Context: an optimization exercise on an open-source flow, tuned for small area, a short achievable clock period and few clock cycles per item. The choices shown serve that exercise and are no tape-out recipe.
Only simulation tests tie the RTL to the original design; equivalence was not proved.

Setup of 05-21:
==> module huffman_top, before the edit <==
module huffman_top (
    input         clk,
    input         reset,
    input         gray_valid,
    input  [7:0]  gray_data,
    output        CNT_valid,
    output [47:0] CNT,
    output        code_valid,
    output [47:0] HC,
    output [47:0] M
);
reg        vld, srt, mrg, clr, cnt_v, code_v, nsrt;
reg  [4:1] F;
always @(posedge clk or posedge reset) begin
    if (reset) begin
        vld <= 1'b0; srt <= 1'b0; mrg <= 1'b0; clr <= 1'b1;
        F <= 4'b0; cnt_v <= 1'b0; code_v <= 1'b0; nsrt <= 1'b1;
    end else begin
        vld    <= gray_valid;
        cnt_v  <= vld && !gray_valid;
        code_v <= mrg && !F[1];
        clr    <= mrg && !F[1];
        if (vld && !gray_valid) begin
            srt <= 1'b1;
            nsrt <= 1'b0;
            F   <= 4'b1111;
        end else if (srt || mrg) begin
            if (!F[1]) begin
                srt <= 1'b0;
                nsrt <= 1'b1;
                mrg <= srt;
                F   <= {4{srt}};
            end else
                F <= {1'b0, F[4:2]};
        end
    end
end
reg  [6:0] R [0:5];
reg  [2:0] p [0:5];
reg  [4:0] hc [0:5];
reg  [4:0] mk [0:5];
wire [6:0] X = (clr ? 7'd0 : R[0]) + (mrg ? R[1] : 7'd0);
wire [6:0] r1c = nsrt ? R[1] : 7'd0;
function lt3(input [6:0] a, input [6:0] c, input [6:0] r);
    reg [6:0] s, k;
    reg [7:0] t;
    begin
        s = a ^ c ^ ~r;
        k = (a & c) | (a & ~r) | (c & ~r);
        t = {1'b0, s} + {k[5:0], 1'b0};
        lt3 = k[6] | t[7];
    end
endfunction
wire [7:0] b;
assign b[0] = 1'b0;
assign b[1] = srt && (F[1] || R[1] < R[0]);
assign b[2] = (srt && F[2]) || lt3(R[0], r1c, R[2]);
assign b[3] = (srt && F[3]) || lt3(R[0], r1c, R[3]);
assign b[4] = (srt && F[4]) || lt3(R[0], r1c, R[4]);
assign b[5] = lt3(R[0], r1c, R[5]);
assign b[6] = 1'b0;
assign b[7] = 1'b0;
wire [5:0] inc;
genvar g;
generate for (g = 0; g < 6; g = g + 1) begin : sym
    assign inc[g] = gray_valid && (gray_data[2:0] == ((g == 5) ? 3'd1 : g + 2));
end endgenerate
integer m;
reg [6:0] r1, r2, ra, rb, ones;
reg       s1, s0;
always @(posedge clk) begin
    for (m = 0; m < 6; m = m + 1) begin
        r1 = (m < 5) ? R[m + 1] : 7'd127;
        r2 = (m < 4) ? R[m + 2] : 7'd127;
        ra = srt ? r1 : r2;
        ones = {&R[m][5:0], &R[m][4:0], &R[m][3:0], &R[m][2:0], &R[m][1:0], R[m][0], 1'b1};
        rb = mrg ? r1 : R[m] ^ (ones & {7{inc[m]}});
        s1 = (srt && b[m + 1]) || (mrg && b[m + 2]);
        s0 = (srt && b[m]) || (mrg && b[m + 1]) || ((srt || mrg) && m == 0) || clr;
        R[m] <= s1 ? ra : s0 ? X : rb;
    end
end
wire [5:1] t = srt ? b[5:1] : {1'b0, b[5:2]};
wire [2:0] q = {t[3], t[2] & !t[5], t[1] & !t[4]};
function [2:0] jdec1(input [2:0] j);    
    jdec1 = {!j[0], j[2], j[1]};
endfunction
function [2:0] jdec2(input [2:0] j);    
    jdec2 = {!j[1], !j[0], j[2]};
endfunction
function [5:0] jhot(input [2:0] j);     
    jhot = {j[2] & !j[1], j[1] & !j[0], j[2] & j[0], !j[2] & j[1], !j[1] & j[0], !j[2] & !j[0]};
endfunction
localparam [17:0] PINIT = {3'b110, 3'b111, 3'b011, 3'b001, 3'b000, 3'b100};
integer k;
reg [5:0] h;
reg       bp, first2;
always @(posedge clk) begin
    for (k = 0; k < 6; k = k + 1) begin
        h = jhot(p[k]);
        bp = |(h[5:1] & b[5:1]);
        first2 = h[0] | h[1];
        if (srt)
            p[k] <= h[0] ? q : bp ? jdec1(p[k]) : p[k];
        else if (mrg)
            p[k] <= first2 ? q : bp ? jdec2(p[k]) : jdec1(p[k]);
        else
            p[k] <= PINIT[3 * k +: 3];
        if (mrg && first2) begin
            mk[k] <= {mk[k][3:0], 1'b1};
            hc[k] <= hc[k] | (h[0] ? ({mk[k][3:0], 1'b1} & ~mk[k]) : 5'd0);
        end else if (!mrg) begin
            mk[k] <= 5'd0;
            hc[k] <= 5'd0;
        end
    end
end
assign CNT_valid  = cnt_v;
assign code_valid = code_v;
assign CNT = {1'b0, R[5], 1'b0, R[0], 1'b0, R[1], 1'b0, R[2], 1'b0, R[3], 1'b0, R[4]};
assign HC  = {3'b0, hc[0], 3'b0, hc[1], 3'b0, hc[2], 3'b0, hc[3], 3'b0, hc[4], 3'b0, hc[5]};
assign M   = {3'b0, mk[0], 3'b0, mk[1], 3'b0, mk[2], 3'b0, mk[3], 3'b0, mk[4], 3'b0, mk[5]};
endmodule
Settings: LEC_CHECK=0, CAP_MARGIN=20, CORE_MARGIN=2, CORE_UTILIZATION=40, CTS_BUF_LIST=sky130_fd_sc_hd__clkbuf_8, SLEW_MARGIN=20; clock period 10.0 ns.
standard.sh (not shown) runs the stock make flow with config.mk's settings and CLKGATE_MAP_FILE= SYNTH_SCRIPT=/design/flow/synth_recipe.tcl, a recipe that flattens the netlist after the stock synthesis.
==> flow/flow/run.sh <==
#!/bin/bash
set -euo pipefail
export BUFFER_PORTS_ARGS="-buffer_cell sky130_fd_sc_hd__buf_1"
export SETUP_SLACK_MARGIN=6.5
bash standard.sh finish > flow.log 2>&1
05-21 was carried through to the last stage, and its layout satisfied the timing, design-rule and antenna checks.
Testbench counts of 05-21, summed over its fixed seeds: cycles 35,840, images 320.
Inputs modified between 05-21 and 08-17:
--- a/flow/design.v
+++ b/flow/design.v
@@ -7,42 +7,42 @@
     output [47:0] CNT,
     output        code_valid,
     output [47:0] HC,
     output [47:0] M
 );
-reg        vld, srt, mrg, clr, cnt_v, code_v, nsrt;
+reg        vld, srt, mrg, clr, cnt_v, code_v, gm;
 reg  [4:1] F;
 always @(posedge clk or posedge reset) begin
     if (reset) begin
         vld <= 1'b0; srt <= 1'b0; mrg <= 1'b0; clr <= 1'b1;
-        F <= 4'b0; cnt_v <= 1'b0; code_v <= 1'b0; nsrt <= 1'b1;
+        F <= 4'b0; cnt_v <= 1'b0; code_v <= 1'b0; gm <= 1'b0;
     end else begin
         vld    <= gray_valid;
         cnt_v  <= vld && !gray_valid;
         code_v <= mrg && !F[1];
         clr    <= mrg && !F[1];
         if (vld && !gray_valid) begin
             srt <= 1'b1;
-            nsrt <= 1'b0;
+            gm  <= 1'b0;
             F   <= 4'b1111;
         end else if (srt || mrg) begin
             if (!F[1]) begin
                 srt <= 1'b0;
-                nsrt <= 1'b1;
+                if (srt) gm <= 1'b1;
                 mrg <= srt;
                 F   <= {4{srt}};
             end else
                 F <= {1'b0, F[4:2]};
         end
     end
 end
 reg  [6:0] R [0:5];
 reg  [2:0] p [0:5];
 reg  [4:0] hc [0:5];
-reg  [4:0] mk [0:5];
+reg  [2:0] ln [0:5];    
 wire [6:0] X = (clr ? 7'd0 : R[0]) + (mrg ? R[1] : 7'd0);
-wire [6:0] r1c = nsrt ? R[1] : 7'd0;
+wire [6:0] r1c = gm ? R[1] : 7'd0;
 function lt3(input [6:0] a, input [6:0] c, input [6:0] r);
     reg [6:0] s, k;
     reg [7:0] t;
     begin
         s = a ^ c ^ ~r;
@@ -91,33 +91,33 @@
 function [5:0] jhot(input [2:0] j);     
     jhot = {j[2] & !j[1], j[1] & !j[0], j[2] & j[0], !j[2] & j[1], !j[1] & j[0], !j[2] & !j[0]};
 endfunction
 localparam [17:0] PINIT = {3'b110, 3'b111, 3'b011, 3'b001, 3'b000, 3'b100};
 integer k;
-reg [5:0] h;
-reg       bp, first2;
+reg [5:0] h, lh;
+reg       bp, first2, inv, one;
 always @(posedge clk) begin
     for (k = 0; k < 6; k = k + 1) begin
         h = jhot(p[k]);
         bp = |(h[5:1] & b[5:1]);
         first2 = h[0] | h[1];
-        if (srt)
-            p[k] <= h[0] ? q : bp ? jdec1(p[k]) : p[k];
-        else if (mrg)
-            p[k] <= first2 ? q : bp ? jdec2(p[k]) : jdec1(p[k]);
-        else
-            p[k] <= PINIT[3 * k +: 3];
-        if (mrg && first2) begin
-            mk[k] <= {mk[k][3:0], 1'b1};
-            hc[k] <= hc[k] | (h[0] ? ({mk[k][3:0], 1'b1} & ~mk[k]) : 5'd0);
-        end else if (!mrg) begin
-            mk[k] <= 5'd0;
-            hc[k] <= 5'd0;
-        end
+        p[k] <= ({3{srt & h[0]}} & q) | ({3{srt & !h[0] & bp}} & jdec1(p[k]))
+              | ({3{srt & !h[0] & !bp}} & p[k])
+              | ({3{mrg & first2}} & q) | ({3{mrg & !first2 & bp}} & jdec2(p[k]))
+              | ({3{mrg & !first2 & !bp}} & jdec1(p[k]))
+              | ({3{!srt & !mrg}} & PINIT[3 * k +: 3]);
+        inv = mrg && first2;
+        one = mrg && h[0];
+        ln[k] <= ({3{mrg & !first2}} & ln[k]) | ({3{inv}} & {ln[k][1:0], !ln[k][2]});
+        lh = jhot(ln[k]);
+        hc[k] <= ({5{mrg}} & hc[k]) | ({5{one}} & lh[4:0]);
     end
 end
 assign CNT_valid  = cnt_v;
 assign code_valid = code_v;
 assign CNT = {1'b0, R[5], 1'b0, R[0], 1'b0, R[1], 1'b0, R[2], 1'b0, R[3], 1'b0, R[4]};
 assign HC  = {3'b0, hc[0], 3'b0, hc[1], 3'b0, hc[2], 3'b0, hc[3], 3'b0, hc[4], 3'b0, hc[5]};
-assign M   = {3'b0, mk[0], 3'b0, mk[1], 3'b0, mk[2], 3'b0, mk[3], 3'b0, mk[4], 3'b0, mk[5]};
+function [7:0] mask(input [2:0] j);
+    mask = {3'b0, j[2] & !j[1], j[2] & !j[0], j[2], j[2] | j[1], 1'b1};
+endfunction
+assign M   = {mask(ln[0]), mask(ln[1]), mask(ln[2]), mask(ln[3]), mask(ln[4]), mask(ln[5])};
 endmodule
### Flow results
- 05-21 ended up with nsrt$_DFFE_PP1P_ as its launching instance or port of the critical path; 08-17 ended up with R[0][4]$_DFF_P_.
- Summary: worst hold slack, 08-17 worse than 05-21
- For post-CTS resize count, dividing the value from 05-21 by the value from 08-17 gives 1.10.
- 08-17 | status: complete | timing, DRC, antenna: pass
- Going from 05-21 to 08-17, routed via count shrank by a few percent.
- There was hardly any difference in minimum setup slack after placement between 05-21 and 08-17.
Testbench counts of 08-17, summed over its fixed seeds: cycles 35,840, images 320.

==> re-timing with driven ports <==
How much do the figures lean on ideal ports? The routed layouts below were timed once more, with nothing changed but the port constraints.
Step 1: set_driving_cell puts a clkbuf_16 on clk and a buf_2 on each other input, an assumption about the parent block.
Step 2 moves the port delays by t, midway between the first and last clock arrival at a register: inputs arrive t later, outputs are due t later. That takes back most of the time a late clock gives input paths.
Slacks: ideal / step 1 / step 2; pairs: ideal / step 1.
| run | t, ns | setup slack, ns | worst data-port slew with drivers (ns) | pins driven straight from the clock port |
|---|---|---|---|---|
| 05-21 | 0.500 | 6.576 / 6.576 / 6.208 | 0.03 | 1 |
| 08-17 | 0.500 | 6.617 / 6.617 / 6.155 | 0.03 | 1 |
After both steps setup and hold are still met in every run listed. The setup slack of 08-17, which loses most, moves by 0.000 ns with the drivers and by -0.462 ns with both steps.
